This design comes from an exercise in tuning for small area, a short achievable clock period and few clock cycles per item on the open sky130 flow, not from production work.
In this exercise RTL edits were held to simulation tests only and were not proved equivalent to the original.

### flow/flow/run.sh
#!/bin/bash
set -euo pipefail
here=$(pwd)
args=("PRE_GLOBAL_PLACE_TCL=$here/flow/ports.tcl")
if [[ -f flow/cts_args.txt ]]; then args+=("CTS_ARGS=$(cat flow/cts_args.txt)"); fi
if [[ -f flow/extra.txt ]]; then while read -r l; do [[ -n "$l" ]] && args+=("$l"); done < flow/extra.txt; fi
bash standard.sh "${args[@]}" finish > standard.log 2>&1
### flow/flow/ports.tcl
# Port buffers: buf_1 on the inputs, buf_2 on the outputs (which drive the
# output load), in place of the single buffer_ports call global placement makes.
rename buffer_ports std_buffer_ports
proc buffer_ports {args} {
  std_buffer_ports -inputs -buffer_cell sky130_fd_sc_hd__buf_1
  std_buffer_ports -outputs -buffer_cell sky130_fd_sc_hd__buf_2
}
### flow/standard.sh
#!/bin/bash
# synth_recipe.tcl (not shown) runs the flow's synth.tcl, then flattens the netlist and writes it again
# the make line also repeats each setting of config.mk as NAME=value (left out here)
make -C /OpenROAD-flow-scripts/flow DESIGN_CONFIG=/design/flow/config.mk WORK_HOME=/design/flow/orfs CLKGATE_MAP_FILE= SYNTH_SCRIPT=/design/flow/synth_recipe.tcl "${@:-finish}"
### flow/config.mk
export PLATFORM = sky130hd
export DESIGN_NAME = boron_enc
export DESIGN_NICKNAME = boron_enc
export VERILOG_FILES = /design/flow/design.v
export SDC_FILE = /design/flow/constraint.sdc
export NUM_CORES = 4
export LEC_CHECK = 0
export CAP_MARGIN = 20
export CORE_MARGIN = 2
export CORE_UTILIZATION = 40
export SLEW_MARGIN = 20
### flow/constraint.sdc
create_clock -name core_clock -period 5.0 [get_ports {clk}]
set_input_delay 1.0000 -clock core_clock [delete_from_list [all_inputs] [get_ports {clk}]]
set_output_delay 1.0000 -clock core_clock [all_outputs]
set_load 0.01 [all_outputs]
### flow/design.v
module s_box (
    input [3:0] i_sb, output [3:0] o_sb
);
    assign o_sb[0] = (!i_sb[3]&!i_sb[2]&i_sb[1]) | (!i_sb[2]&i_sb[1]&i_sb[0]) 
    | (!i_sb[3]&i_sb[2]&!i_sb[1]) | (i_sb[2]&!i_sb[1]&i_sb[0]) | 
    (i_sb[3]&!i_sb[2]&!i_sb[1]&!i_sb[0]) | (i_sb[3]&i_sb[2]&i_sb[1]&!i_sb[0]);
    assign o_sb[1] = (!i_sb[3]&!i_sb[2]&!i_sb[0]) | (!i_sb[3]&!i_sb[1]&!i_sb[0]) | (i_sb[2]&i_sb[1]&i_sb[0]) 
| (i_sb[3]&!i_sb[2]&i_sb[0]) | (i_sb[3]&i_sb[2]&i_sb[1]);
    assign o_sb[2] = (!i_sb[3]&!i_sb[2]&!i_sb[1]) | (!i_sb[2]&!i_sb[1]&!i_sb[0]) | (!i_sb[3]&i_sb[2]&!i_sb[0]) 
| (i_sb[3]&i_sb[1]&i_sb[0]) | (i_sb[3]&i_sb[2]&i_sb[0]);
    assign o_sb[3] = (!i_sb[3]&!i_sb[2]&!i_sb[0]) | (!i_sb[3]&i_sb[1]&!i_sb[0]) | (!i_sb[3]&i_sb[2]&i_sb[0]) 
| (i_sb[3]&!i_sb[1]&!i_sb[0]) | (i_sb[3]&!i_sb[2]&i_sb[1]&i_sb[0]);
endmodule
module block_shuffle (
    input [15:0] i_bs, output [15:0] o_bs
);
    assign o_bs = {i_bs[7:4], i_bs[3:0], i_bs[15:12], i_bs[11:8]};
endmodule
module round_permutation #(
    parameter [5:0] shift = 5'b0000,
    parameter [7:0] data_length = 8'd16
)(
    input [data_length - 1:0] i_rp,  output [data_length - 1:0] o_rp
); 
assign o_rp = (i_rp << shift) | (i_rp >> (data_length - shift));
endmodule
module XOR_layer (
    input [63:0] i_xor, output [63:0] o_xor
);
    assign o_xor = {(i_xor[63:48]^i_xor[47:32]^i_xor[15:0]), (i_xor[47:32]^i_xor[15:0]),(i_xor[63:48]^i_xor[31:16]), (i_xor[63:48]^i_xor[31:16]^i_xor[15:0])};
endmodule
module permutation_layer (
    input [63:0] i_pl, output [63:0] o_pl
);
    wire [63:0] bs2rp;
    wire [63:0] rp2xor;
    genvar i;
    generate
        for (i = 0; i < 4; i = i +1 ) begin
            block_shuffle bs(.i_bs(i_pl[(16*i + 15):16*i]), .o_bs(bs2rp[(16*i + 15):16*i]));
        end
    endgenerate
            round_permutation #(.shift(1), .data_length(16)) rp0(.i_rp(bs2rp[(16*0 + 15):16*0]), .o_rp(rp2xor[15:0]));
            round_permutation #(.shift(4), .data_length(16)) rp1(.i_rp(bs2rp[(16*1 + 15):16*1]), .o_rp(rp2xor[(16 + 15):16*1]));
            round_permutation #(.shift(7), .data_length(16)) rp2(.i_rp(bs2rp[(16*2 + 15):16*2]), .o_rp(rp2xor[(16*2 + 15):16*2]));
            round_permutation #(.shift(9), .data_length(16)) rp3(.i_rp(bs2rp[(16*3 + 15):16*3]), .o_rp(rp2xor[(16*3 + 15):16*3]));
    XOR_layer xl(.i_xor(rp2xor), .o_xor(o_pl));
endmodule
module add_round_key (
    input [63:0] i_ark_msg, input [63:0] i_ark_key,
    output [63:0] o_ark_cipher
);
    wire [63:0] xor_msg_key;
    wire [63:0] sb2pl;
    assign xor_msg_key = i_ark_key ^ i_ark_msg;
    genvar j;
    generate    
    for(j=0; j < 16; j = j + 1) begin
            s_box sb(.i_sb(xor_msg_key[(4*j + 3):4*j]), .o_sb(sb2pl[(4*j + 3):4*j]));
        end
    endgenerate
    permutation_layer pl(.i_pl(sb2pl), .o_pl(o_ark_cipher));
endmodule
module key_scheduler (
    input clk, rst, input [4:0] round_counter, input [79:0] i_ks_oldkey, output [79:0] o_ks_newkey 
);
    wire [79:0] level_shift;
    wire [79:0] level_sbox;
    wire [4:0] xor_rc;
    round_permutation #(.shift(13), .data_length(80)) rp (.i_rp(i_ks_oldkey), .o_rp(level_shift));
    s_box sb(.i_sb(level_shift[3:0]), .o_sb(level_sbox[3:0]));
    assign level_sbox[79:4] = level_shift[79:4];
    assign xor_rc = level_sbox[63:59]^(round_counter -1);
    assign o_ks_newkey = {level_sbox[79:64], xor_rc, level_sbox[58:0]};
endmodule
module boron_enc (
    input  clk, rst, start, input [63:0] plain_text, input [79:0] master_key,
    output reg done, output [63:0] cipher_text
);
    reg        busy;
    reg [4:0]  rc;           
    reg [63:0] x;
    reg [79:0] k;
    wire [63:0] sp;
    wire [79:0] k_upd;
    add_round_key ark(.i_ark_msg(x), .i_ark_key(64'd0), .o_ark_cipher(sp));
    key_scheduler ks(.clk(clk), .rst(rst), .round_counter(rc + 5'd1), .i_ks_oldkey(k), .o_ks_newkey(k_upd));
    wire [79:0] k_next = busy ? k_upd : master_key;
    wire [63:0] x_next = (busy ? sp : plain_text) ^ k_next[63:0];
    always @(posedge clk) begin
        x <= x_next;
        k <= k_next;
        rc <= busy ? rc + 5'd1 : 5'd0;
    end
    always @(posedge clk) begin
        if (!rst) begin
            busy <= 1'b0;
            done <= 1'b0;
        end else begin
            done <= busy && rc == 5'd24;
            if (!busy)
                busy <= start;
            else if (rc == 5'd24)
                busy <= 1'b0;
        end
    end
    assign cipher_text = x;
endmodule
==> results of run 1 <==
==> metal layers <==
layer | global-route usage (%) | wire [um] | part of all wire [%]
met3 | 4.39 | 1380 | 5.9
met2 | 33.2 | 10600 | 45
met4 | 5.52 | 276 | 1.2
met1 | 29.9 | 11200 | 48
met5 | 0 | 0 | 0
==> cell type report <==
cell class | instances | area share (%)
multi-input cells | 634 | 49.8
repair buffers | 215 | 9.15
clock inverters | 10 | 1.44
well taps | 270 | 3.42
clock buffers | 22 | 4.90
flip-flops and latches | 151 | 30.6
inverters | 18 | 0.684
==> through the flow <==
step	hold slack, ns	util, %	setup slack [ns]	std cells
floorplan	0.433	-	3.09	881
global placement	0.434	45.4	2.87	1288
detailed placement	0.441	45.4	2.84	1288
CTS	0.456	48.5	2.72	1320
global route	0.468	48.5	2.64	1320
finish	0.456	48.5	2.74	1320
==> registers in the layout, indices dropped and copies added, names as in the netlist <==
register and count:
x 64, rc 5, busy 1, done 1, k 80
==> synthesized netlist by cell type, drive strengths merged (5+ instances only) <==
library cell	instances
nand3	10
nor2b	18
xor2	73
nor3b	8
mux2i	38
buf	35
a21oi	35
and3	9
o211ai	36
o21ai	39
dfxtp	151
a211o	6
a31oi	8
clkbuf	43
mux2	74
a211oi	19
xnor2	118
o221ai	7
nand2b	12
nor2	39
nand2	34
and2	5
or2	12
inv	17
==> cell families (layout without fill, tap and decap cells) <==
family	after synthesis	in the layout	synth area share [%]
AND/OR/NAND/NOR	160	160	10.0
XOR/XNOR	191	191	20.1
adder cells (fa/ha/maj)	3	3	0.449
multiplexers	112	112	14.5
buffers and inverters	96	265	5.07
flip-flops	151	151	36.2
AO/OA/AOI/OAI	168	168	13.7
==> worst register-to-register path: stages, from the launching register on <==
cell                      delay (ns)
sky130_fd_sc_hd__dfxtp_4        0.81
sky130_fd_sc_hd__buf_4          0.59
sky130_fd_sc_hd__nor2b_1        0.13
sky130_fd_sc_hd__a31oi_1        0.47
sky130_fd_sc_hd__xnor2_1        0.18
==> worst paths after layout <==
check / start / to / cells after the start
max: busy / x[3] / 4
min: k[59] / k[72] / 1
max reg2reg: busy / x[3] / 4
min reg2reg: k[59] / k[72] / 1
==> summary.txt, run 1 <==
Synthesis:
- Of all flip-flops after synthesis, the portion carrying an async set or reset was 0%.
- Summed over all instances, the cell type with the most area after synthesis is sky130_fd_sc_hd__dfxtp_1.
- The sequential share of the synthesized area is 36.2%.
- After synthesis, the largest area contributor takes up 36.2% of total cell area.
- The number of nets produced by synthesis is 1031.
- The count of flip-flops with a built-in enable after synthesis is 0.
- The post-synthesis cell area is 8360 um2.
- For this run, the number of Yosys warnings is 1.
- Yosys mapped the design onto 57 distinct sky130hd cell types.
- The main flop type after synthesis is sky130_fd_sc_hd__dfxtp_1.
- Ranked by total cell area, the synthesized netlist is headed by sky130_fd_sc_hd__dfxtp_1 36%, sky130_fd_sc_hd__xnor2_1 12%, sky130_fd_sc_hd__mux2_2 10%, sky130_fd_sc_hd__xor2_1 7.5%, sky130_fd_sc_hd__mux2i_1 4.5%.
- A synthesized cell averages 9.49 um2.
- After technology mapping, the gate count stands at 881.
- After synthesis the netlist holds a flip-flop and latch count of 151.

Setup path:
- The critical path in this run is classified as reg2reg.
- The slowest stage of the critical path is the sky130_fd_sc_hd__dfxtp_4 cell.
- The register-to-register setup slack is 2.74 ns.
- The signal arrival time at the worst endpoint is 2.60 ns.
- For this run, the slowest stage of the critical path takes 0.81 ns.
- Traced cell by cell, the critical path runs through buf_4 > nor2b_1 > a31oi_1 > xnor2_1.
- Of all nets on the critical path, the largest fanout is 54.
- The worst setup path is captured at a flip-flop.
- At the worst endpoint, the required time is 5.35 ns.
- Together, buffers and inverters on the worst path number 1.
- The cell family contributing the most delay on the critical path is flip-flops.
- The worst setup path is launched from a flip-flop.

Final layout:
- The sequential cells in the finished layout cover a total of 3030 um2.
- In the final layout, the share of cells above drive strength 1 is 18.9%.
- In the final layout, the multi-input gates occupy 4910 um2.
- The top cell types in the final layout, fill and taps aside, are 150 x sky130_fd_sc_hd__dfxtp_1, 146 x sky130_fd_sc_hd__buf_1, 118 x sky130_fd_sc_hd__xnor2_1.
- After the last flow step, the layout net total stands at 1187.
- 0 antenna diodes ended up in the layout.
- The most common cell after layout, fill and taps aside is sky130_fd_sc_hd__dfxtp_1.
- The number of filler instances in the final layout is 1969.
- The final standard cell area without fillers is 9880 um2.
- Relative to the synthesized area, the layout overhead comes to 18.1%.

Global route:
- Entering global routing, the biggest net connects 55 pins.
- The initial antenna violation count is 0.
- For this run, the total global-route usage over all layers was measured as 21.2%.
- The number of global-route vias before repair is 6108.
- The sum of overflow across all layers after global routing is 0.
- The wire length of the first global-routing pass is 35000 um.

Timing:
- The final count of pins violating max slew is 0.
- Dividing the final minimum period by the clock period gives 45.1%.
- The number of hold violations in the final report is 0.
- Setup repair after global routing left no endpoint under its margin.
- Measured against its own limit, the worst slew margin works out to 39.7%.
- Between clock sinks in the finished design, the worst skew comes to 0.0124 ns.
- Static timing analysis puts the maximum clock frequency at 443 MHz.
- At the pin with the least slew margin, the transition time is 0.892 ns.
- The minimum clock period is 2.26 ns.
- In the final timing run, aggregate negative setup slack is 0 ns.
- The final-report setup violation count is 0.

Clock tree:
- Counting the buffers created by CTS gives 17.
- The number of setup buffers added after CTS is 0.
- The longest clock path from root to sink contains 2 buffers.
- For this design, the sink count on the clock tree is 151.
- After clock tree synthesis, the clock-pin slew on the worst setup and hold paths is 0.07 ns.
- The post-cts repair resize count is 0.
- The count of H-tree levels built during CTS is 4.
- The TritonCTS clock tree is done.
- The root cell of the clock tree is sky130_fd_sc_hd__clkbuf_16.
- Hold repair after CTS inserted 0 buffers.
- The clock latency of the later-clocked register in the worst-skew pair is 0.42 ns.

Floorplanning:
- The initial standard-cell utilization of the core is 41.1%.
- The floorplan step defined a core boundary enclosing 20400 um2.
- Measured along the y axis, the die boundary spans 149 um.
- The I/O pin count is 212.
- The die covers 22100 um2.
- The initialized floorplan defines 52 standard-cell rows.
- The horizontal die dimension is 149 um.

Flow run:
- Max-cap violations in this run came to 0.

Placement:
- Summing all placed instances gives a cell area of 9250 um2.
- At the end of routability-driven placement, the weighted congestion stood at 0.826.
- After legalization and detailed placement, the total HPWL measured 18400 um.
- Port buffering added 211 buffers.

Detailed routing:
- The average wire per cell in the routed design is 17.8 um.
- The final wirelength is 23400 um.
- The number of violations reported at the end of detailed-routing iteration 0 is 320.
- The pre-antenna-repair detailed-routing pass consisted of 5 iterations.
- In the routed design, unresolved DRC markers number 0.
- The count of vias placed by the detailed router is 6576.
- Once detail routing completed, the nets flagged for antenna violations numbered 0.
- The ratio of routed vias to standard cells is 4.98.

Min path:
- The path class of the tightest hold or removal check is reg2reg.

Outcome:
- The flow ran to the end and the layout has no timing, DRC or antenna violations.
Testbench counts, summed over its fixed seeds: cycles 9,992, items 384.
==> run 2: changes to the inputs <==
==> flow/flow/cts_args.txt (new file) <==
-sink_clustering_enable -repair_clock_nets -sink_clustering_size 40 -sink_clustering_max_diameter 200 -dont_use_dummy_load
==> run 2 against run 1 <==
Compared with the run above:
- via count barely moved
- fmax fell by 0.89%
- clock skew rose by 0.0062 ns
- first-iteration DRC count rose by 9.7%
- sequential share of layout area rose by 0.64 points
- worst setup slack got worse by 0.020 ns
- utilization fell by 0.99 points
- synthesized cell count did not move
- die area did not move
- count of clock-buffer cells in the layout fell by 5
- critical path type unchanged
==> summary.txt, run 2 <==
Global route:
- The number of global-route vias before repair came to 6082 (-0.43%).
- The pin count of the biggest net entering global routing was 55 (unchanged).
- The wire length of the first global-routing pass is 35000 um (about the same).
- The initial antenna violation count is 0 (unchanged).
- The sum of overflow across all layers after global routing is 0 (unchanged).
- The total global-route track usage is 21.2% (about the same).

Clock tree:
- The number of buffers added to fix hold violations after cts was 0 (unchanged).
- The number of setup buffers added after CTS is 0 (unchanged).
- The number of clock sinks is 151 (unchanged).
- The TritonCTS clock tree is done.
- The root cell of the clock tree is sky130_fd_sc_hd__clkbuf_16.
- The count of H-tree levels built during CTS is 4 (unchanged).
- The number of buffers on the longest clock path came to 2 (unchanged).
- The clock latency of the later-clocked register in the worst-skew pair is 0.41 ns (about the same).
- The TritonCTS buffer count is 17 (unchanged).
- The post-cts repair resize count is 0 (unchanged).
- The clock-pin slew reported for the worst setup and hold paths after clock tree synthesis was 0.06 ns (about the same).

Detailed routing:
- The number of violations reported at the end of detailed-routing iteration 0 is 351 (+9.7%).
- The number of nets with antenna violations after detailed routing is 0 (unchanged).
- The count of vias placed by the detailed router is 6577 (+0.015%).
- The ratio of routed vias to standard cells is 5.04 (+1.2%).
- The number of iterations in the first detailed-routing pass is 5 (unchanged).
- The number of remaining DRC errors is 0 (unchanged).
- The average wire per cell in the routed design was 18.0 um (+1.1%).
- The final wirelength is 23400 um (about the same).

Timing:
- The clock tree skew after final layout is 0.0186 ns (+0.00615 ns).
- The minimum clock period was 2.28 ns (+0.0204 ns).
- The total negative setup slack is 0 ns (unchanged).
- The top achievable clock speed was 439 MHz (-0.89%).
- Setup repair after global routing left no endpoint under its margin.
- The post-layout worst setup margin is 2.72 ns (-0.0204 ns).
- The number of hold violations in the final report is 0 (unchanged).
- The final-report setup violation count is 0 (unchanged).
- The final count of pins violating max slew is 0 (unchanged).
- The actual transition at the worst max-transition pin came to 0.953 ns (+0.0610 ns).
- The post-route fraction of the period consumed by the critical path is 45.5% (+0.41 points).
- The worst slew margin relative to its limit is 35.6% (-4.1 points).

Flow run:
- The number of violations of the max-capacitance limit was 0 (unchanged).

Min path:
- The worst hold path terminates at k[69].
- The hold path depth is 1 (unchanged).
- The launch point of the worst hold path is k[56].
- The worst min-delay path category is reg2reg.

Synthesis:
- The register bit count reported by yosys was 151 (unchanged).
- By area the synthesized netlist is led by sky130_fd_sc_hd__dfxtp_1 36%, sky130_fd_sc_hd__xnor2_1 12%, sky130_fd_sc_hd__mux2_2 10%, sky130_fd_sc_hd__xor2_1 7.5%, sky130_fd_sc_hd__mux2i_1 4.5%.
- The fraction of synthesis flops using an asynchronous set or reset pin is 0% (unchanged).
- The dominant cell type by area after synthesis is sky130_fd_sc_hd__dfxtp_1.
- The proportion of netlist area held by the largest area contributor was 36.2% (unchanged).
- The post-synthesis average cell area came to 9.49 um2 (unchanged).
- The most used flip-flop cell after synthesis is sky130_fd_sc_hd__dfxtp_1.
- The number of nets produced by synthesis came to 1031 (unchanged).
- The post-synthesis cell area was 8360 um2 (unchanged).
- The total of warnings raised by yosys is 1 (unchanged).
- In the post-synthesis netlist, the cell with the most instances is sky130_fd_sc_hd__dfxtp_1.
- The sequential share of the synthesized area came to 36.2% (unchanged).
- The commonest cells after synthesis are 151 x sky130_fd_sc_hd__dfxtp_1, 118 x sky130_fd_sc_hd__xnor2_1, 74 x sky130_fd_sc_hd__mux2_2, 72 x sky130_fd_sc_hd__xor2_1, 39 x sky130_fd_sc_hd__nor2_1.
- The number of distinct library cells after synthesis is 57 (unchanged).
- The number of cells produced by synthesis was 881 (unchanged).
- The count of flip-flops with a built-in enable after synthesis is 0 (unchanged).

Setup path:
- The register-to-register setup slack is 2.72 ns (-0.02 ns).
- The required time of the critical path is 5.34 ns (about the same).
- STA classifies the critical path endpoint as a flip-flop.
- The capture point of the worst reg-to-reg path is x[3].
- The number of cell instances on the worst register-to-register path came to 4 (unchanged).
- The maximum fanout along the worst path is 54 (unchanged).
- The element type at the critical path start is a flip-flop.
- The type of the worst setup path is reg2reg.
- The signal arrival time at the worst endpoint came to 2.62 ns (+0.02 ns).
- The startpoint of the worst register-to-register path is busy.

Floorplanning:
- The cell row count was 52 (unchanged).
- The initial standard-cell utilization of the core was 41.1% (unchanged).
- The horizontal die dimension is 149 um (unchanged).
- The core box area is 20400 um2 (unchanged).
- The overall die area is 22100 um2 (unchanged).
- The floorplan die height is 149 um (unchanged).
- The I/O pin count came to 212 (unchanged).

Outcome:
- The run finished with no timing, DRC or antenna violations.

Placement:
- The final HPWL from detailed placement is 18400 um (unchanged).
- The setup slack at placement came to 2.84 ns (unchanged).
- The final weighted congestion of routability-driven global placement is 0.826 (unchanged).
- The number of port buffers came to 211 (unchanged).

Final layout:
- The total inserted antenna cells is 0 (unchanged).
- The share of post-route cells with drive strength above 1 is 17.8% (-1.1 points).
- The area growth from synthesis to layout is 15.7%.
- The library cell used most frequently in the layout, excluding fill and tap cells, is sky130_fd_sc_hd__dfxtp_1.
- In the final layout, the registers with the most flip-flops are k x80, x x64, rc x5.
- The largest register by flop count is k.
- The flip-flop count of the largest register after layout is 80 (unchanged).
- The final layout net count is 1187 (unchanged).
- The library cells used most frequently in the layout, excluding fill and tap cells, are 150 x sky130_fd_sc_hd__dfxtp_1, 146 x sky130_fd_sc_hd__buf_1, 118 x sky130_fd_sc_hd__xnor2_1.
-- run 2: final cells by class --
class,count,area (um2)
timing repair buffer,215,903
clock buffer,17,425
fill,1987,10700
tap,270,338
sequential,151,3030
multi-input combinational,634,4910
inverter,18,67.6
-- run 2: worst max-delay path by stage --
| stage | startpoint | to | slack [ns] | depth (start not counted) |
|---|---|---|---|---|
| 2_1_floorplan | x[4] | x[62] | 3.09 | 7 |
| 3_3_place_gp | busy | x[3] | 2.87 | 4 |
| 3_5_place_dp | busy | x[3] | 2.84 | 4 |
| 4_1_cts | x[7] | cipher_text[7] | 2.74 | 1 |
| 5_1_grt | busy | x[3] | 2.65 | 4 |
| 6_report | busy | x[3] | 2.72 | 4 |
-- run 2: per-stage QoR --
step | hold WS, ns | util [%] | instance area, um2 | instances
3_3_place_gp | 0.434 | 45.4 | 9250 | 1288
3_5_place_dp | 0.441 | 45.4 | 9250 | 1288
2_1_floorplan | 0.433 | - | 8360 | 881
4_1_cts | 0.452 | 47.5 | 9670 | 1305
6_report | 0.452 | 47.5 | 9670 | 1305
5_1_grt | 0.463 | 47.5 | 9670 | 1305
-- run 2: kinds of logic after synthesis --
| group | share of synthesized area, % |
|---|---|
| xor+xnor | 20.1 |
| compound gates | 13.7 |
| simple gates | 10.0 |
| flops | 36.2 |
| mux | 14.5 |
| buf+inv | 5.07 |
| fa+ha+maj | 0.449 |
-- run 2: critical path, stage by stage, from the launching register on --
cell and delay (ns):
sky130_fd_sc_hd__dfxtp_4 0.82, sky130_fd_sc_hd__buf_4 0.56, sky130_fd_sc_hd__nor2b_1 0.13, sky130_fd_sc_hd__a31oi_1 0.48
sky130_fd_sc_hd__xnor2_1 0.18
-- run 2: layer usage --
layer,up-vias,wire length [um],global-route usage [%]
met4,0,176,4.76
li1,3320,-,-
met1,3051,11300,29.8
met3,8,1240,4.45
met2,198,10800,33.6
met5,-,0,0
==> run 3: changes to the inputs <==
--- a/flow/config.mk
+++ b/flow/config.mk
@@ -10,2 +10,3 @@
 export CORE_UTILIZATION = 40
+export SETUP_SLACK_MARGIN = 2.6
 export SLEW_MARGIN = 20
==> run 3 against run 2 <==
Compared with the run above:
- critical path type unchanged
- register-to-register slack about the same
- largest cell class unchanged
- non-clock buffer count unchanged
- highest routed layer unchanged
- sequential share of layout area unchanged
==> summary.txt, run 3 <==
Clock tree:
- The number of buffers added to fix hold violations after cts is 0 (unchanged).
- The clock-pin slew reported for the worst setup and hold paths after clock tree synthesis came to 0.06 ns (about the same).
- Clock tree synthesis selected as its root buffer the cell sky130_fd_sc_hd__clkbuf_16.
- The post-cts repair resize count is 0 (unchanged).
- The count of H-tree levels built during CTS is 4 (unchanged).
- The TritonCTS clock tree is done.
- The number of setup buffers added after CTS is 0 (unchanged).
- The clock latency of the later-clocked register in the worst-skew pair is 0.41 ns (about the same).
- The number of clock sinks is 151 (unchanged).
- The TritonCTS buffer count is 17 (unchanged).
- The number of buffers on the longest clock path is 2 (unchanged).

Timing:
- The number of hold violations in the final report is 0 (unchanged).
- The clock tree skew after final layout is 0.0186 ns (unchanged).
- Setup repair after global routing left no endpoint under its margin.
- The worst slew margin relative to its limit is 35.6% (unchanged).
- The top achievable clock speed is 439 MHz (unchanged).
- The minimum clock period is 2.28 ns (unchanged).
- The total negative setup slack is 0 ns (unchanged).
- The final-report setup violation count is 0 (unchanged).
- The final count of pins violating max slew is 0 (unchanged).
- The actual transition at the worst max-transition pin came to 0.953 ns (unchanged).
- The post-route fraction of the period consumed by the critical path is 45.5% (unchanged).

Setup path:
- The maximum fanout along the worst path came to 54 (unchanged).
- The element type at the critical path start is a flip-flop.
- The worst setup path is captured at a flip-flop.
- The required time of the critical path was 5.34 ns (about the same).
- The type of the worst setup path is reg2reg.
- The signal arrival time at the worst endpoint is 2.62 ns (about the same).

Detailed routing:
- The number of violations reported at the end of detailed-routing iteration 0 was 351 (unchanged).
- The number of remaining DRC errors is 0 (unchanged).
- The count of vias placed by the detailed router came to 6577 (unchanged).
- The ratio of routed vias to standard cells is 5.04 (unchanged).
- The final wirelength is 23400 um (unchanged).
- The average wire per cell in the routed design is 18.0 um (unchanged).
- The number of iterations in the first detailed-routing pass is 5 (unchanged).
- The number of nets with antenna violations after detailed routing was 0 (unchanged).

Synthesis:
- The proportion of netlist area held by the largest area contributor is 36.2% (unchanged).
- Sorting the synthesized cells by how often they occur yields 151 x sky130_fd_sc_hd__dfxtp_1, 118 x sky130_fd_sc_hd__xnor2_1, 74 x sky130_fd_sc_hd__mux2_2, 72 x sky130_fd_sc_hd__xor2_1, 39 x sky130_fd_sc_hd__nor2_1.
- The fraction of synthesis flops using an asynchronous set or reset pin was 0% (unchanged).
- The sequential share of the synthesized area is 36.2% (unchanged).
- After synthesis, the cell types taking the most area are sky130_fd_sc_hd__dfxtp_1 36%, sky130_fd_sc_hd__xnor2_1 12%, sky130_fd_sc_hd__mux2_2 10%, sky130_fd_sc_hd__xor2_1 7.5%, sky130_fd_sc_hd__mux2i_1 4.5%.
- The number of nets produced by synthesis is 1031 (unchanged).
- The dominant cell type by area after synthesis is sky130_fd_sc_hd__dfxtp_1.
- The number of distinct library cells after synthesis is 57 (unchanged).
- The post-synthesis cell area is 8360 um2 (unchanged).
- The main flop type after synthesis is sky130_fd_sc_hd__dfxtp_1.
- The number of cells produced by synthesis was 881 (unchanged).
- The post-synthesis average cell area came to 9.49 um2 (unchanged).
- The register bit count reported by yosys is 151 (unchanged).
- The total of warnings raised by yosys is 1 (unchanged).
- The cell with the most instances after synthesis is sky130_fd_sc_hd__dfxtp_1.
- The count of flip-flops with a built-in enable after synthesis is 0 (unchanged).

Flow run:
- The number of violations of the max-capacitance limit came to 0 (unchanged).

Min path:
- The worst min-delay path category is reg2reg.

Global route:
- The initial antenna violation count is 0 (unchanged).
- The number of global-route vias before repair is 6082 (unchanged).
- The pin count of the biggest net entering global routing is 55 (unchanged).
- The wire length of the first global-routing pass is 35000 um (unchanged).
- The sum of overflow across all layers after global routing was 0 (unchanged).
- The total global-route track usage is 21.2% (unchanged).

Final layout:
- In the layout the commonest cells are 150 x sky130_fd_sc_hd__dfxtp_1, 146 x sky130_fd_sc_hd__buf_1, 118 x sky130_fd_sc_hd__xnor2_1.
- The register with the most flip-flops in the final layout is k.
- The area added between synthesis and finish is 15.7% (unchanged).
- The number of filler instances in the final layout was 1987 (unchanged).
- The most common cell after layout, fill and taps aside is sky130_fd_sc_hd__dfxtp_1.
- The flip-flop count of the largest register after layout came to 80 (unchanged).
- The area used by sequential logic in the layout is 3030 um2 (unchanged).
- In the final layout, the registers with the most flip-flops are k x80, x x64, rc x5.
- The area used by multi-input combinational logic is 4910 um2 (unchanged).
- The final layout net count is 1187 (unchanged).
- The share of post-route cells with drive strength above 1 is 17.8% (unchanged).
- The total inserted antenna cells is 0 (unchanged).
- The final standard cell area without fillers came to 9670 um2 (unchanged).

Placement:
- The post-placement cell area came to 9250 um2 (unchanged).
- The final weighted congestion of routability-driven global placement is 0.826 (unchanged).
- The final HPWL from detailed placement is 18400 um (unchanged).
- The number of port buffers is 211 (unchanged).

Floorplanning:
- The overall die area was 22100 um2 (unchanged).
- The horizontal die dimension is 149 um (unchanged).
- The initial standard-cell utilization of the core is 41.1% (unchanged).
- The cell row count came to 52 (unchanged).
- The I/O pin count is 212 (unchanged).
- The core box area is 20400 um2 (unchanged).
- The floorplan die height was 149 um (unchanged).

Outcome:
- The flow ran to the end and the layout has no timing, DRC or antenna violations.
-- run 3: cell counts after synthesis --
Identical to the previous run, type by type.
-- run 3: area by class of cell --
type | instances | area share (%)
multi-input cells | 634 | 50.8
flip-flops and latches | 151 | 31.3
well taps | 270 | 3.49
clock buffers | 17 | 4.40
inverters | 18 | 0.698
repair buffers | 215 | 9.34
-- run 3: worst max-delay path, cell delays in order, from the launching register on --
cell                      delay [ns]
sky130_fd_sc_hd__dfxtp_4        0.82
sky130_fd_sc_hd__buf_4          0.56
sky130_fd_sc_hd__nor2b_1        0.13
sky130_fd_sc_hd__a31oi_1        0.48
sky130_fd_sc_hd__xnor2_1        0.18
-- run 3: cell families (layout without fill, tap and decap cells) --
group                    Yosys count  count (layout)  synth area share, %
AO/OA/AOI/OAI                    168             168                 13.7
XOR/XNOR                         191             191                 20.1
adder cells (fa/ha/maj)            3               3                0.449
buffers and inverters             96             250                 5.07
flip-flops                       151             151                 36.2
multiplexers                     112             112                 14.5
AND/OR/NAND/NOR                  160             160                 10.0
-- run 3: metal layers --
metal / global-route usage [%] / routed length [um]
met1: 29.8 / 11300
met2: 33.6 / 10800
met3: 4.45 / 1240
met4: 4.76 / 176
met5: 0 / 0
-- run 3: path summary, 6_finish.rpt --
path,slack (ns),cells past startpoint,startpoint,to
worst min register to register,0.45,1,k[56],k[69]
worst min-delay path,0.45,1,k[56],k[69]
worst max-delay path,2.72,4,busy,x[3]
worst max register to register,2.72,4,busy,x[3]
-- run 3: stage by stage --
step / hold slack, ns / utilization, % / std cells / setup slack [ns]
after floorplan: 0.433 / - / 881 / 3.09
after global placement: 0.434 / 45.4 / 1288 / 2.87
after global routing: 0.463 / 47.5 / 1305 / 2.65
after CTS: 0.452 / 47.5 / 1305 / 2.74
final: 0.452 / 47.5 / 1305 / 2.72
after detailed placement: 0.441 / 45.4 / 1288 / 2.84
==> run 4: changes to the inputs <==
--- a/flow/config.mk
+++ b/flow/config.mk
@@ -10,3 +10,3 @@
 export CORE_UTILIZATION = 40
-export SETUP_SLACK_MARGIN = 2.6
+export SETUP_SLACK_MARGIN = 3.0
 export SLEW_MARGIN = 20
==> run 4 against run 3 <==
Compared with the run above:
- sequential share of layout area rose by 1.1 points
- cell area is 4.2% higher
- still clean
- count of clock-buffer cells in the layout did not move
- critical path type is now reg2out
==> summary.txt, run 4 <==
Final layout:
- The most common cell after layout, fill and taps aside is sky130_fd_sc_hd__buf_1.
- The total inserted antenna cells is 0 (unchanged).
- The flip-flop count of the largest register after layout came to 80 (unchanged).
- The number of filler instances in the final layout is 1949 (-1.9%).
- The area used by sequential logic in the layout is 3260 um2 (+7.8%).
- The library cells used most frequently in the layout, excluding fill and tap cells, are 146 x sky130_fd_sc_hd__buf_1, 118 x sky130_fd_sc_hd__xnor2_1, 85 x sky130_fd_sc_hd__dfxtp_1.
- The final layout net count is 1200 (+1.1%).
- The area added between synthesis and finish is 20.6%.
- The filler-free cell count of the finished design was 1318 (+1.0%).
- The share of post-route cells with drive strength above 1 is 25.6% (+7.8 points).
- The largest registers in the layout are k x80, x x64, rc x5.
- The register with the most flip-flops in the final layout is k.
- The area used by multi-input combinational logic was 4940 um2 (+0.64%).

Setup path:
- The signal arrival time at the worst endpoint came to 0.99 ns (-1.63 ns).
- Walking the worst path, the cells encountered are buf_2.
- The cell family contributing the most delay on the critical path is flip-flops.
- STA classifies the critical path endpoint as an output port.
- On the critical path, the stage with the largest delay is an instance of sky130_fd_sc_hd__dfxtp_2.
- The worst setup path is launched from a flip-flop.
- The largest stage delay on the critical path was 0.41 ns (-0.41 ns).
- The sum of buffers and inverters on the critical path is 1 (unchanged).
- The critical path is of the reg2out type.
- The maximum fanout along the worst path is 8 (-85%).
- The required time of the critical path is 4.00 ns (-1.34 ns).

Timing:
- The number of hold violations in the final report came to 0 (unchanged).
- The post-route fraction of the period consumed by the critical path is 39.8% (-5.7 points).
- The actual transition at the worst max-transition pin is 0.883 ns (-0.0702 ns).
- The worst slew margin relative to its limit was 40.4% (+4.7 points).
- The clock tree skew after final layout came to 0.0190 ns (+0.000472 ns).
- The final-report setup violation count was 0 (unchanged).
- The minimum clock period came to 1.99 ns (-0.287 ns).
- The top achievable clock speed is 502 MHz (+14%).
- Setup repair after global routing could not meet its margin everywhere.
- The total negative setup slack is 0 ns (unchanged).
- The final count of pins violating max slew is 0 (unchanged).
- The worst hold slack after final layout came to 0.454 ns (+0.00221 ns).

Synthesis:
- By area the synthesized netlist is led by sky130_fd_sc_hd__dfxtp_1 36%, sky130_fd_sc_hd__xnor2_1 12%, sky130_fd_sc_hd__mux2_2 10%, sky130_fd_sc_hd__xor2_1 7.5%, sky130_fd_sc_hd__mux2i_1 4.5%.
- The total of warnings raised by yosys is 1 (unchanged).
- The register bit count reported by yosys is 151 (unchanged).
- The commonest cells after synthesis are 151 x sky130_fd_sc_hd__dfxtp_1, 118 x sky130_fd_sc_hd__xnor2_1, 74 x sky130_fd_sc_hd__mux2_2, 72 x sky130_fd_sc_hd__xor2_1, 39 x sky130_fd_sc_hd__nor2_1.
- sky130_fd_sc_hd__dfxtp_1 takes more of the synthesized area than any other cell.
- The count of flip-flops with a built-in enable after synthesis came to 0 (unchanged).
- The sequential share of the synthesized area is 36.2% (unchanged).
- The post-synthesis cell area is 8360 um2 (unchanged).
- The main flop type after synthesis is sky130_fd_sc_hd__dfxtp_1.
- The proportion of netlist area held by the largest area contributor is 36.2% (unchanged).
- The post-synthesis average cell area is 9.49 um2 (unchanged).
- The number of nets produced by synthesis is 1031 (unchanged).
- The number of cells produced by synthesis was 881 (unchanged).
- The cell with the most instances after synthesis is sky130_fd_sc_hd__dfxtp_1.
- The number of distinct library cells after synthesis is 57 (unchanged).
- The fraction of synthesis flops using an asynchronous set or reset pin is 0% (unchanged).

Global route:
- The pin count of the biggest net entering global routing came to 42 (-24%).
- The global-route track usage on met1 is 30.1% (+0.25 points).
- The met3 usage in global routing came to 4.54% (+0.092 points).
- The sum of overflow across all layers after global routing is 0 (unchanged).
- The wire length of the first global-routing pass is 35700 um (+1.8%).
- The number of global-route vias before repair is 6190 (+1.8%).
- The initial antenna violation count came to 0 (unchanged).
- The total global-route track usage is 21.6% (+0.40 points).
- In this run the most used layer during global routing was met2.
- The met2 usage is 34.7% (+1.1 points).

Detailed routing:
- The final wirelength is 24100 um (+2.7%).
- The average wire per cell in the routed design was 18.3 um (+1.7%).
- The number of remaining DRC errors came to 0 (unchanged).
- The ratio of routed vias to standard cells was 5.05 (+0.26%).
- The number of nets with antenna violations after detailed routing came to 0 (unchanged).
- The count of vias placed by the detailed router is 6660 (+1.3%).
- The number of iterations in the first detailed-routing pass was 5 (unchanged).
- The number of violations reported at the end of detailed-routing iteration 0 is 314 (-11%).

Floorplanning:
- The floorplan die height is 149 um (unchanged).
- The horizontal die dimension is 149 um (unchanged).
- The core box area is 20400 um2 (unchanged).
- The cell row count is 52 (unchanged).
- The I/O pin count is 212 (unchanged).
- The initial standard-cell utilization of the core is 41.1% (unchanged).
- The overall die area is 22100 um2 (unchanged).

Clock tree:
- The TritonCTS clock tree is done.
- The clock-pin slew reported for the worst setup and hold paths after clock tree synthesis is 0.06 ns (about the same).
- The root cell of the clock tree is sky130_fd_sc_hd__clkbuf_16.
- The number of buffers on the longest clock path is 2 (unchanged).
- The count of H-tree levels built during CTS is 4 (unchanged).
- The clock latency of the later-clocked register in the worst-skew pair is 0.42 ns (about the same).
- The number of buffers added to fix hold violations after cts is 0 (unchanged).
- The TritonCTS buffer count is 17 (unchanged).
- The number of clock sinks is 151 (unchanged).

Placement:
- The number of cells after detailed placement was 1288 (unchanged).
- The final weighted congestion of routability-driven global placement is 0.826 (unchanged).
- The number of port buffers was 211 (unchanged).
- The final HPWL from detailed placement is 18400 um (unchanged).

Outcome:
- The flow ran to the end and the layout has no timing, DRC or antenna violations.

Min path:
- The worst min-delay path category is reg2reg.

Flow run:
- The number of violations of the max-capacitance limit is 0 (unchanged).
-- run 4: what timing repair did --
item,4_1_cts,5_1_grt
endpoints found under the setup margin,104,50
hold endpoints to repair,0,0
gates resized for setup,105,39
buffers inserted,2,11
-- run 4: cell families (layout without fill, tap and decap cells) --
family          after synthesis  count (layout)  share of synthesized area (%)
xor+xnor                    191             191                           20.1
compound gates              168             168                           13.7
simple gates                160             160                           10.0
flops                       151             151                           36.2
mux                         112             112                           14.5
buf+inv                      96             263                           5.07
fa+ha+maj                     3               3                          0.449
-- run 4: worst paths after layout --
kind / startpoint / end / slack, ns / depth (start not counted)
max reg2reg: x[56] / x[10] / 3.03 / 7
min: k[56] / k[69] / 0.45 / 1
max: x[30] / cipher_text[30] / 3.01 / 1
min reg2reg: k[56] / k[69] / 0.45 / 1
-- run 4: area by class of cell --
cell class,instances,area share [%]
clock buffer,17,4.22
timing repair buffer,228,10.4
tap,270,3.35
inverter,18,0.670
multi-input combinational,634,49.0
sequential,151,32.4
-- run 4: metal layers --
metal / vias to the layer above / share of wire (%)
met5: - / 0
met4: 0 / 0.92
met3: 14 / 5.1
met2: 187 / 46
met1: 3108 / 48
li1: 3351 / -
-- run 4: per-stage QoR --
stage                     cell area, um2  setup WS (ns)  utilization, %
after floorplan                     8360           3.09               -
after global placement              9250           2.87            45.4
after detailed placement            9250           2.84            45.4
after CTS                           9890           2.91            48.6
after global routing               10100           2.96            49.5
final                              10100           3.01            49.5
==> run 5: changes to the inputs <==
--- a/flow/config.mk
+++ b/flow/config.mk
@@ -10,3 +10,3 @@
 export CORE_UTILIZATION = 40
-export SETUP_SLACK_MARGIN = 3.0
+export SETUP_SLACK_MARGIN = 3.2
 export SLEW_MARGIN = 20
==> run 5 against run 4 <==
Compared with the run above:
- synthesized cell count unchanged
- count of clock-buffer cells in the layout unchanged
- final cell count increased by 7.6%
- routed wire length increased by 11%
- global-route usage increased by 2.1 points
- area after synthesis unchanged
- critical endpoint is now cipher_text[63]
- critical path type unchanged
==> summary.txt, run 5 <==
Synthesis:
- sky130_fd_sc_hd__dfxtp_1 takes more of the synthesized area than any other cell.
- The post-synthesis cell area came to 8360 um2 (unchanged).
- The arithmetic-cell share of the synthesized area counting full adders, half adders and majority gates is 0.449% (unchanged).
- The post-synthesis average cell area is 9.49 um2 (unchanged).
- After synthesis, the cell types taking the most area are sky130_fd_sc_hd__dfxtp_1 36%, sky130_fd_sc_hd__xnor2_1 12%, sky130_fd_sc_hd__mux2_2 10%, sky130_fd_sc_hd__xor2_1 7.5%, sky130_fd_sc_hd__mux2i_1 4.5%.
- The main flop type after synthesis is sky130_fd_sc_hd__dfxtp_1.
- The number of cells produced by synthesis is 881 (unchanged).
- The simple-gate portion of the synthesized area is 10.0% (unchanged).
- The sequential share of the synthesized area is 36.2% (unchanged).
- The total of warnings raised by yosys came to 1 (unchanged).
- By area, the combinational part of the netlist is dominated by XOR/XNOR gates.
- The count of flip-flops with a built-in enable after synthesis was 0 (unchanged).
- By count the netlist is led by 151 x sky130_fd_sc_hd__dfxtp_1, 118 x sky130_fd_sc_hd__xnor2_1, 74 x sky130_fd_sc_hd__mux2_2, 72 x sky130_fd_sc_hd__xor2_1, 39 x sky130_fd_sc_hd__nor2_1.
- The number of nets produced by synthesis is 1031 (unchanged).
- The fraction of synthesis flops using an asynchronous set or reset pin is 0% (unchanged).
- The register bit count reported by yosys was 151 (unchanged).
- sky130_fd_sc_hd__dfxtp_1 is the most common cell in the netlist.
- The proportion of netlist area held by the largest area contributor was 36.2% (unchanged).
- The fraction of synthesized area in multiplexers is 14.5% (unchanged).
- The number of distinct library cells after synthesis is 57 (unchanged).
- The post-synthesis xor/xnor area fraction is 20.1% (unchanged).
- The fraction of the mapped netlist area in compound gates is 13.7% (unchanged).

Timing:
- The worst slew margin relative to its limit is 60.0% (+20 points).
- The top achievable clock speed came to 514 MHz (+2.3%).
- The minimum clock period is 1.95 ns (-0.0440 ns).
- The actual transition at the worst max-transition pin came to 0.590 ns (-0.293 ns).
- The total negative setup slack was 0 ns (unchanged).
- The final-report setup violation count came to 0 (unchanged).
- Setup repair after global routing could not meet its margin everywhere.
- The clock tree skew after final layout is 0.0185 ns (-0.000557 ns).
- The final count of pins violating max slew was 0 (unchanged).
- The number of hold violations in the final report is 0 (unchanged).
- The post-route fraction of the period consumed by the critical path is 38.9% (-0.88 points).

Setup path:
- The sum of buffers and inverters on the critical path is 1 (unchanged).
- The maximum fanout along the worst path was 6 (-2).
- The largest stage delay on the critical path was 0.41 ns (about the same).
- Grouping stages by cell kind, the critical path spends the most delay in flip-flops.
- The number of cell instances on the worst register-to-register path was 7 (unchanged).
- The required time of the critical path is 4.00 ns (about the same).
- STA classifies the critical path endpoint as an output port.
- The slowest cell on the critical path is sky130_fd_sc_hd__dfxtp_4.
- The signal arrival time at the worst endpoint is 0.95 ns (-0.04 ns).
- Walking the worst path, the cells encountered are buf_6.
- The element type at the critical path start is a flip-flop.
- The capture point of the worst reg-to-reg path is x[62].
- The register-to-register setup slack is 3.06 ns (+0.03 ns).
- The type of the worst setup path is reg2out.
- The startpoint of the worst register-to-register path is x[47].

Clock tree:
- The clock-pin slew reported for the worst setup and hold paths after clock tree synthesis came to 0.06 ns (about the same).
- The clock latency of the later-clocked register in the worst-skew pair came to 0.42 ns (about the same).
- The root cell of the clock tree is sky130_fd_sc_hd__clkbuf_16.
- The number of buffers added to fix hold violations after cts is 0 (unchanged).
- The number of buffers on the longest clock path was 2 (unchanged).
- TritonCTS built the clock tree.
- The TritonCTS buffer count is 17 (unchanged).
- The number of clock sinks came to 151 (unchanged).
- The count of H-tree levels built during CTS is 4 (unchanged).

Placement:
- The final weighted congestion of routability-driven global placement is 0.853 (+3.3%).
- The final HPWL from detailed placement was 18500 um (+0.65%).
- The number of port buffers is 211 (unchanged).

Floorplanning:
- The initial standard-cell utilization of the core was 41.1% (unchanged).
- The floorplan die height came to 149 um (unchanged).
- The I/O pin count came to 212 (unchanged).
- The overall die area came to 22100 um2 (unchanged).
- The cell row count is 52 (unchanged).
- The horizontal die dimension is 149 um (unchanged).
- The core box area came to 20400 um2 (unchanged).

Global route:
- The total global-route track usage is 23.7% (+2.1 points).
- The initial antenna violation count is 0 (unchanged).
- The pin count of the biggest net entering global routing is 82 (+95%).
- The number of global-route vias before repair was 7037 (+14%).
- The sum of overflow across all layers after global routing is 0 (unchanged).
- The wire length of the first global-routing pass is 39300 um (+10%).

Detailed routing:
- The count of vias placed by the detailed router is 7246 (+8.8%).
- The final wirelength was 26700 um (+11%).
- The number of violations reported at the end of detailed-routing iteration 0 came to 411 (+31%).
- The number of iterations in the first detailed-routing pass is 5 (unchanged).
- The ratio of routed vias to standard cells is 5.11 (+1.1%).
- The average wire per cell in the routed design is 18.8 um (+3.0%).
- The number of nets with antenna violations after detailed routing was 0 (unchanged).
- The number of remaining DRC errors was 0 (unchanged).

Final layout:
- The flip-flop count of the largest register after layout is 80 (unchanged).
- The total inserted antenna cells came to 0 (unchanged).
- In the layout the commonest cells are 146 x sky130_fd_sc_hd__buf_1, 99 x sky130_fd_sc_hd__buf_4, 89 x sky130_fd_sc_hd__xnor2_1.
- The final layout net count came to 1300 (+8.3%).
- The largest register by flop count is k.
- The post-route core utilization came to 58.9% (+9.4 points).
- The area added between synthesis and finish is 43.5%.
- The library cell used most frequently in the layout, excluding fill and tap cells, is sky130_fd_sc_hd__buf_1.
- The largest registers in the layout are k x80, x x64, rc x5.
- The share of post-route cells with drive strength above 1 is 39.1% (+14 points).

Min path:
- The worst hold path belongs to the class reg2reg.
- The hold path depth is 1 (unchanged).
- The launch point of the worst hold path is k[66].
- The worst hold path endpoint is k[79].

Flow run:
- The number of violations of the max-capacitance limit is 0 (unchanged).

Outcome:
- The run finished with no timing, DRC or antenna violations.
## run 5: cell counts after synthesis
No cell type changed its count.
## run 5: logic make-up after synthesis
| family | count (synthesis) |
|---|---|
| xor gates and xnor gates | 191 |
| buffers and inverters | 96 |
| muxes | 112 |
| and+or+nand+nor | 160 |
| AOI/OAI and AO/OA | 168 |
| DFF | 151 |
| adders and majority gates | 3 |
## run 5: cell type report
type | count | area, um2
multi-input cells | 634 | 5580
clock buffers | 17 | 425
flip-flops and latches | 151 | 3270
fillers | 1796 | 8370
repair buffers | 328 | 2320
well taps | 270 | 338
inverters | 18 | 68.8
## run 5: routing by layer
metal | vias to the layer above | global-route usage, % | routed length [um]
met5 | - | 0 | 0
met4 | 0 | 7.67 | 569
met3 | 31 | 4.39 | 1440
met2 | 240 | 38.6 | 12600
met1 | 3446 | 31.8 | 12100
li1 | 3529 | - | -
## run 5: metrics by stage
stage               hold slack, ns  instances  area [um2]  worst slack [ns]
floorplan                    0.433        881        8390              3.17
global placement             0.438       1286        9250              2.91
detailed placement           0.443       1286        9250              2.89
CTS                          0.457       1396       11300              3.05
global route                 0.471       1418       12000              3.00
finish                       0.456       1418       12000              3.05
## run 5: worst max-delay path by stage
stage / startpoint / end / slack (ns) / depth (start not counted)
after global placement: x[48] / x[3] / 2.91 / 6
after detailed placement: x[48] / x[3] / 2.89 / 6
after floorplan: x[46] / x[62] / 3.17 / 7
after global routing: x[4] / x[62] / 3.00 / 7
final: x[63] / cipher_text[63] / 3.05 / 1
after CTS: x[4] / cipher_text[4] / 3.05 / 1
## run 5: timing repair
action,4_1_cts,5_1_grt
pin swaps,26,52
setup buffers,92,22
gates cloned,1,0
resized for setup,248,94
setup endpoints to repair,106,113
==> run 6: changes to the inputs <==
--- a/flow/config.mk
+++ b/flow/config.mk
@@ -10,3 +10,3 @@
 export CORE_UTILIZATION = 40
-export SETUP_SLACK_MARGIN = 3.2
+export SETUP_SLACK_MARGIN = 3.4
 export SLEW_MARGIN = 20
==> run 6 against run 5 <==
Compared with the run above:
- still clean
- global-route usage is 1.2 points higher
- synthesized cell count unchanged
- via count grew 5.2%
- worst hold slack got worse by 0.0053 ns
- sequential share of layout area down 2.8 points
- count of clock-buffer cells in the layout unchanged
- critical path depth did not move
- sequential cell count is the same
- critical endpoint is now cipher_text[51]
- largest cell class unchanged
- highest routed layer unchanged
==> summary.txt, run 6 <==
Setup path:
- Walking the worst path, the cells encountered are buf_6.
- The element type at the critical path start is a flip-flop.
- The type of the worst setup path is reg2out.
- Among all stages on the critical path, the largest delay is contributed by sky130_fd_sc_hd__dfxtp_4.
- The register-to-register setup slack is 3.10 ns (+0.04 ns).
- The kind of cell with the highest combined delay along the critical path is flip-flops.
- The required time of the critical path is 4.00 ns (about the same).
- The signal arrival time at the worst endpoint is 0.95 ns (about the same).
- The largest stage delay on the critical path is 0.41 ns (about the same).
- The startpoint of the worst register-to-register path is x[24].
- The maximum fanout along the worst path is 5 (-1).
- The sum of buffers and inverters on the critical path was 1 (unchanged).
- The worst setup path is captured at an output port.
- The worst register-to-register path ends at x[5].
- The number of cell instances on the worst register-to-register path was 8 (+1).

Synthesis:
- The proportion of netlist area held by the largest area contributor is 36.2% (unchanged).
- Among all flip-flop cells after synthesis, the most frequent one is sky130_fd_sc_hd__dfxtp_1.
- After synthesis, the largest family of logic cells by area is XOR/XNOR gates.
- The cell with the most instances after synthesis is sky130_fd_sc_hd__dfxtp_1.
- The fraction of synthesized area in multiplexers is 14.5% (unchanged).
- The sequential share of the synthesized area is 36.2% (unchanged).
- The count of flip-flops with a built-in enable after synthesis is 0 (unchanged).
- The total of warnings raised by yosys is 1 (unchanged).
- The dominant cell type by area after synthesis is sky130_fd_sc_hd__dfxtp_1.
- The number of nets produced by synthesis is 1031 (unchanged).
- By area the synthesized netlist is led by sky130_fd_sc_hd__dfxtp_1 36%, sky130_fd_sc_hd__xnor2_1 12%, sky130_fd_sc_hd__mux2_2 10%, sky130_fd_sc_hd__xor2_1 7.5%, sky130_fd_sc_hd__mux2i_1 4.5%.
- The register bit count reported by yosys is 151 (unchanged).
- The fraction of synthesis flops using an asynchronous set or reset pin is 0% (unchanged).
- The simple-gate portion of the synthesized area was 10.0% (unchanged).
- The post-synthesis xor/xnor area fraction came to 20.1% (unchanged).
- The number of distinct library cells after synthesis is 57 (unchanged).
- The post-synthesis average cell area is 9.49 um2 (unchanged).
- The arithmetic-cell share of the synthesized area counting full adders, half adders and majority gates was 0.449% (unchanged).
- The fraction of the mapped netlist area in compound gates is 13.7% (unchanged).
- The number of cells produced by synthesis was 881 (unchanged).
- After synthesis, the most frequently instantiated cells are 151 x sky130_fd_sc_hd__dfxtp_1, 118 x sky130_fd_sc_hd__xnor2_1, 74 x sky130_fd_sc_hd__mux2_2, 72 x sky130_fd_sc_hd__xor2_1, 39 x sky130_fd_sc_hd__nor2_1.
- The post-synthesis cell area is 8360 um2 (unchanged).

Final layout:
- The final layout net count came to 1359 (+4.5%).
- The area used by sequential logic in the layout was 3270 um2 (about the same).
- The post-route core utilization was 65.8% (+6.9 points).
- The flip-flop count of the largest register after layout is 80 (unchanged).
- The library cells used most frequently in the layout, excluding fill and tap cells, are 146 x sky130_fd_sc_hd__buf_1, 128 x sky130_fd_sc_hd__buf_6, 100 x sky130_fd_sc_hd__buf_4.
- The total inserted antenna cells is 0 (unchanged).
- The final standard cell area without fillers was 13400 um2 (+12%).
- The filler-free cell count of the finished design is 1477 (+4.2%).
- Leaving out fill and tap cells, the most frequent cell in the layout is sky130_fd_sc_hd__buf_1.
- The share of post-route cells with drive strength above 1 was 48.6% (+9.4 points).
- From synthesis to final layout, the design area changed by 60.3%.
- The area used by multi-input combinational logic was 6320 um2 (+13%).
- The largest registers in the layout are k x80, x x64, rc x5.
- k holds more flip-flops than any other register.
- The number of filler instances in the final layout is 1542 (-14%).

Global route:
- The sum of overflow across all layers after global routing is 0 (unchanged).
- The highest-utilization routing layer at the global route stage is met2.
- The met2 usage is 41.2% (+2.5 points).
- The number of global-route vias before repair is 7481 (+6.3%).
- The pin count of the biggest net entering global routing came to 64 (-22%).
- The global-route track usage on met1 was 32.8% (+1.0 points).
- The total global-route track usage is 24.9% (+1.2 points).
- The initial antenna violation count is 0 (unchanged).
- The wire length of the first global-routing pass is 41600 um (+5.7%).
- The met3 usage in global routing is 5.12% (+0.74 points).

Timing:
- Setup repair after global routing could not meet its margin everywhere.
- The total negative setup slack came to 0 ns (unchanged).
- The actual transition at the worst max-transition pin is 0.441 ns (-0.149 ns).
- The clock tree skew after final layout is 0.0164 ns (-0.00212 ns).
- The final count of pins violating max slew is 0 (unchanged).
- The minimum clock period came to 1.95 ns (+0.00150 ns).
- The worst slew margin relative to its limit was 70.4% (+10 points).
- The post-layout worst setup margin is 3.05 ns (-0.00150 ns).
- The number of hold violations in the final report came to 0 (unchanged).
- The final-report setup violation count is 0 (unchanged).
- The top achievable clock speed is 513 MHz (about the same).
- The post-route fraction of the period consumed by the critical path is 39.0% (about the same).

Clock tree:
- The clock latency of the later-clocked register in the worst-skew pair is 0.42 ns (about the same).
- The clock-pin slew reported for the worst setup and hold paths after clock tree synthesis is 0.06 ns (about the same).
- The number of clock sinks came to 151 (unchanged).
- The cell sitting at the root of the clock tree is a sky130_fd_sc_hd__clkbuf_16.
- The number of buffers on the longest clock path is 2 (unchanged).
- The TritonCTS buffer count is 17 (unchanged).
- The number of buffers added to fix hold violations after cts is 0 (unchanged).
- The TritonCTS clock tree is done.
- The count of H-tree levels built during CTS is 4 (unchanged).

Placement:
- The post-placement cell area was 9380 um2 (+1.4%).
- The number of cells after detailed placement came to 1287 (+0.078%).
- The final HPWL from detailed placement is 18500 um (about the same).
- The setup slack at placement is 2.81 ns (-0.0728 ns).
- The final weighted congestion of routability-driven global placement came to 0.834 (-2.3%).
- The number of port buffers came to 211 (unchanged).

Detailed routing:
- The number of iterations in the first detailed-routing pass came to 5 (unchanged).
- The count of vias placed by the detailed router is 7620 (+5.2%).
- The final wirelength was 28800 um (+8.0%).
- The number of remaining DRC errors came to 0 (unchanged).
- The number of violations reported at the end of detailed-routing iteration 0 is 444 (+8.0%).
- The ratio of routed vias to standard cells is 5.16 (+0.96%).
- The average wire per cell in the routed design is 19.5 um (+3.7%).
- The number of nets with antenna violations after detailed routing is 0 (unchanged).

Floorplanning:
- The I/O pin count is 212 (unchanged).
- The core box area was 20400 um2 (unchanged).
- The floorplan die height is 149 um (unchanged).
- The initial standard-cell utilization of the core is 41.1% (unchanged).
- The cell row count is 52 (unchanged).
- The horizontal die dimension came to 149 um (unchanged).
- The overall die area is 22100 um2 (unchanged).

Min path:
- The hold path depth is 1 (unchanged).
- The worst min-delay path category is reg2reg.
- The worst hold path endpoint is k[64].
- The launch point of the worst hold path is k[51].

Outcome:
- The flow ran to the end and the layout has no timing, DRC or antenna violations.

Flow run:
- The number of violations of the max-capacitance limit is 0 (unchanged).
run 6: cell count changes in the layout (fill, tap and decap cells not counted), sizes merged:
cell    before  now
bufbuf       1    0
buf        327  387
run 6: per-stage QoR:
stage | hold WS, ns
detailed placement | 0.440
global route | 0.467
finish | 0.450
global placement | 0.437
floorplan | 0.433
CTS | 0.454
run 6: final cells by class:
type / instances / share of cell area [%]
multi-input combinational: 634 / 47.2
sequential: 151 / 24.4
timing repair buffer: 387 / 22.2
clock buffer: 17 / 3.17
tap: 270 / 2.52
inverter: 18 / 0.532
run 6: how the worst max path moves through the flow:
stage	endpoint	from	depth (start not counted)	slack [ns]
2_1_floorplan	x[62]	x[46]	7	3.17
3_3_place_gp	x[53]	busy	3	2.86
3_5_place_dp	x[53]	busy	4	2.81
4_1_cts	cipher_text[51]	x[51]	1	3.04
5_1_grt	x[5]	x[24]	8	2.96
6_report	cipher_text[51]	x[51]	1	3.05
run 6: routing by layer:
layer,vias to the layer above,wire [um]
met2,278,13900
met4,0,685
met5,-,0
li1,3651,-
met1,3656,12300
met3,35,1870
run 6: kinds of logic after synthesis:
family	count (synthesis)
buf+inv	96
compound gates	168
flops	151
fa+ha+maj	3
simple gates	160
xor+xnor	191
mux	112
run 6: timing repair:
item / CTS / global route
pin swaps: 96 / 125
gates resized for setup: 376 / 129
buffers inserted: 135 / 37
endpoints found under the setup margin: 191 / 130
cloned: 1 / 0

afterwards: timing with drivers on the ports:
No port has a modelled driver above. Below, the same layouts with a new extraction and two added sets of constraints.
Step 1: set_driving_cell puts a clkbuf_16 on clk and a buf_2 on each other input, an assumption about the parent block.
Step 2 adds t to the input delays and takes it off the output delays; t is the mean of the earliest and latest rising clock arrival at the registers after step 1. Input paths then give back, and output paths get back, about the clock's delay inside the block.
Slacks: ideal / step 1 / step 2; pairs: ideal / step 1.
run | t (ns) | setup slack, ns | worst slew at a driven data input, ns
run 1 | 0.463 | 2.743 / 2.705 / 2.743 | 0.04
run 2 | 0.451 | 2.723 / 2.721 / 2.723 | 0.05
run 3 | 0.451 | 2.723 / 2.721 / 2.723 | 0.05
run 4 | 0.453 | 3.010 / 2.966 / 3.027 | 0.05
run 5 | 0.460 | 3.054 / 3.008 / 3.063 | 0.09
run 6 | 0.462 | 3.052 / 3.006 / 3.104 | 0.05
After both steps every run listed still meets setup and hold.
